Background: an optimization exercise with open tools, aiming at small area and a short achievable clock period. Do not read the settings as production practice.
In this exercise RTL edits were held to simulation tests only and were not proved equivalent to the original.
Power is estimated from default activity; no workload was simulated.

// conv_top
module conv_top (
    input  wire        clk,
    input  wire        rst,
    input  wire        pixel_valid,
    input  wire [7:0]  pixel_in,
    input  wire [71:0] kernel_in,
    output wire signed [15:0] conv_out,
    output wire        conv_valid
);
    reg        pv_q;
    reg [7:0]  pin_q;
    reg [71:0] kq;
    always @(posedge clk) begin
        pv_q  <= pixel_valid;
        pin_q <= pixel_in;
        kq    <= kernel_in;
    end
    wire [71:0] window;
    wire        window_valid;
    line_buffer u_line_buffer (
        .clk(clk),
        .rst(rst),
        .pixel_valid(pv_q),
        .pixel_in(pin_q),
        .window_out(window),
        .window_valid(window_valid)
    );
    conv_core u_core (
        .clk(clk),
        .rst(rst),
        .window_valid(window_valid),
        .px(window),
        .wt(kq),
        .conv_out(conv_out),
        .conv_valid(conv_valid)
    );
endmodule
export LEC_CHECK = 0
export CAP_MARGIN = 20
export CORE_MARGIN = 2
export CORE_UTILIZATION = 65
export PLACE_DENSITY = 0.72
export SLEW_MARGIN = 20
export SYNTH_HIERARCHICAL = 1
create_clock -name core_clock -period 11.0 [get_ports {clk}]
standard.sh (not shown) runs the stock make flow with config.mk's settings and CLKGATE_MAP_FILE= SYNTH_SCRIPT=/design/flow/synth_recipe.tcl, a recipe that flattens the netlist after the stock synthesis.
==> flow/flow/run.sh <==
#!/bin/bash
bash standard.sh BUFFER_PORTS_ARGS="-buffer_cell sky130_fd_sc_hd__buf_2" SETUP_SLACK_MARGIN=7.75 finish > standard.log 2>&1
The starting point ran to the end with no violations.
Change:
--- a/flow/config.mk
+++ b/flow/config.mk
@@ -10,0 +11,3 @@
+export CTS_BUF_LIST = sky130_fd_sc_hd__clkbuf_8
+export CTS_CLUSTER_DIAMETER = 60
+export CTS_CLUSTER_SIZE = 20
What happened: Cell area came out lower by about 2.3%. Synthesized area does not change. Wire length came out lower by about 2%.

========
Setup of north:
Another version of the RTL of conv_top (not shown whole).
For scale: roughly 410 flip-flops, roughly 100 I/O pins, ~23000 sq um of cells after synthesis.
// conv_top
module conv_top (
    input  wire        clk,
    input  wire        rst,
    input  wire        pixel_valid,
    input  wire [7:0]  pixel_in,
    input  wire [71:0] kernel_in,
    output wire signed [15:0] conv_out,
    output wire        conv_valid
);
    reg        pv_q;
    reg [7:0]  pin_q;
    always @(posedge clk) begin
        pv_q  <= pixel_valid;
        pin_q <= pixel_in;
    end
    wire [143:0] taps;
    wire         window_valid;
    line_buffer u_line_buffer (
        .clk(clk),
        .rst(rst),
        .pixel_valid(pv_q),
        .pixel_in(pin_q),
        .window_valid(window_valid),
        .taps(taps)
    );
    wire [71:0] window = {taps[143:136], taps[135:128], taps[127:120],
                          taps[79:72],   taps[71:64],   taps[63:56],
                          taps[15:8],    taps[7:0],     pin_q};
    conv_core u_core (
        .clk(clk),
        .rst(rst),
        .window_valid(window_valid),
        .px(window),
        .kernel(kernel_in),
        .conv_out(conv_out),
        .conv_valid(conv_valid)
    );
endmodule
clock: 11.0 ns
lec_check: 0
cap_margin: 20
core_margin: 2
core_utilization: 65
cts_cluster_diameter: 80
cts_cluster_size: 24
place_density: 0.72
slew_margin: 20
synth_hierarchical: 1
==> flow/flow/run.sh <==
#!/bin/bash
# The standard layout (standard.sh), with these changes:
#  - port buffers are plain buffers: buf_2 on the outputs, and buf_1 on the
#    inputs (swapped in after global placement by flow/small_inbuf.tcl);
#  - clock tree: sink clusters of up to 27 sinks within 90 um, no dummy loads;
#  - the timing repair steps aim for 7.68 ns of setup slack.
# Each tool's output goes to the ORFS logs; make's own output to standard.log.
bash standard.sh \
  BUFFER_PORTS_ARGS="-buffer_cell sky130_fd_sc_hd__buf_2" \
  POST_GLOBAL_PLACE_TCL="$PWD/flow/small_inbuf.tcl" \
  CTS_ARGS="-sink_clustering_enable -repair_clock_nets -sink_clustering_size 27 -sink_clustering_max_diameter 90 -dont_use_dummy_load" \
  SETUP_SLACK_MARGIN=7.68 \
  finish > standard.log 2>&1
==> flow/flow/small_inbuf.tcl <==
# Input port buffers only drive a register or two: use buf_1 for them.
set db [ord::get_db]
set block [ord::get_db_block]
set m [$db findMaster sky130_fd_sc_hd__buf_1]
set n 0
foreach bt [$block getBTerms] {
  if {[$bt getIoType] ne "INPUT" || [$bt getName] eq "clk"} { continue }
  set net [$bt getNet]
  foreach it [$net getITerms] {
    set inst [$it getInst]
    if {[[$inst getMaster] getName] eq "sky130_fd_sc_hd__buf_2"} {
      $inst swapMaster $m
      incr n
    }
  }
}
puts "small_inbuf: $n input buffers set to buf_1"
diff inputs: north => south
Settings: ABC_AREA now 1, previously not set; CTS_CLUSTER_DIAMETER no longer set, was 80; CTS_CLUSTER_SIZE no longer set, was 24.
--- a/flow/flow/run.sh
+++ b/flow/flow/run.sh
@@ -6 +6 @@
-#  - the timing repair steps aim for 7.68 ns of setup slack.
+#  - the timing repair steps aim for 7.75 ns of setup slack.
@@ -12 +12 @@
-  SETUP_SLACK_MARGIN=7.68 \
+  SETUP_SLACK_MARGIN=7.75 \
Results
Relative to north, the combinational share of power of south is higher by 0.9 points.
south against north; via count is up by a little under 10%.
When south is measured against north, its share of the final layout cell area in multi-input gates turns out 2.7 points lower.
Status: maximum operating frequency parity (north, south)
Sequential share of layout area: south < north
Compared with north, in south synthesized area held steady, non-clock buffer count moved up.
> inputs changed (south -> east)
Settings: a change of CORE_UTILIZATION from 65 to 75; a deleted ABC_AREA that had been 1; a change of PLACE_DENSITY from 0.72 to 0.8.
==> notes.md <==
south ended up with u_core.r917 as its end point of the critical path; east ended up with u_core.r907.
Between east and south, the sequential fraction of the synthesis area does not differ in any meaningful way.
On instance count of the mapped netlist: between south and east, it ends up lower for east.
Global-route usage was lower in the run labelled south.
Final hold slack: east vs south, no meaningful difference
Compared with south, in east starting utilization of the core area increased by 10 points relative to the old numbers, data arrival time at the worst-slack endpoint decreased by 0.03 ns relative to the old numbers, area growth from synthesis to final layout decreased by 2.8 points relative to the old numbers.
Row count was lower in the run labelled east.
Setup changes, east to west
Settings: swapping 0.8 for 0.72 in PLACE_DENSITY; putting CTS_CLUSTER_DIAMETER at 80 where nothing was set; putting CTS_CLUSTER_SIZE at 24 where nothing was set; swapping 75 for 65 in CORE_UTILIZATION.
==> notes.md <==
east was routed with more vias than west.
For the final cell area excluding filler cells, west came in about 0.37% higher than east did.
Between east and west, final standard cell utilization of the core decreased.
Sort east and west by first-pass GRT wire length, ascending, and west comes first.
Run comparison: west slowest cell on the critical path sky130_fd_sc_hd__dfxtp_1; east slowest cell on the critical path sky130_fd_sc_hd__fa_1
Part of the cycle the worst path needs: west vs east down 0.25 points
Looking at east and west, the total power after layout is a wash.
The run with more setup slack is west; east has less.
In the metrics for east and west, the one carrying the lower number of buffers outside the clock class in the layout is west.
As far as flip-flop and latch count goes, west and east are indistinguishable; the numbers are identical.
Of east and west, the higher multi-input gate share of total cell area belongs to east.
u_core.conv_out[0] as the startpoint of the most critical setup path was reported by west, and u_core.ke[105] by east.

==> what the ideal ports hide <==
No port has a modelled driver above. Below, the same layouts with a new extraction and two added sets of constraints. Step 1, drivers: a clkbuf_16 drives clk and a buf_2 each remaining input, both assumed. Step 2, shift: input delay + t, output delay - t, t = (earliest + latest rising clock arrival at the registers) / 2. This alone moves slack from input paths to output paths. a / b / c = ideal / step 1 / step 2; a / b = the first two.
run	t (ns)	slack for setup (ns)	latest minus earliest clock arrival (ns)	slew at the worst register clock pin (ns)
the first run of note 1	0.625	7.739 / 7.679 / 7.796	0.012 / 0.013	0.07 / 0.07
the second run of note 1	0.708	7.619 / 7.565 / 7.852	0.039 / 0.039	0.12 / 0.12
north	0.594	7.762 / 7.741 / 7.762	0.063 / 0.063	0.11 / 0.11
south	0.599	7.767 / 7.744 / 7.767	0.044 / 0.043	0.10 / 0.10
east	0.595	7.773 / 7.754 / 7.773	0.057 / 0.056	0.11 / 0.11
west	0.593	7.800 / 7.741 / 7.808	0.063 / 0.063	0.11 / 0.11
After both steps every run listed still meets setup and hold.
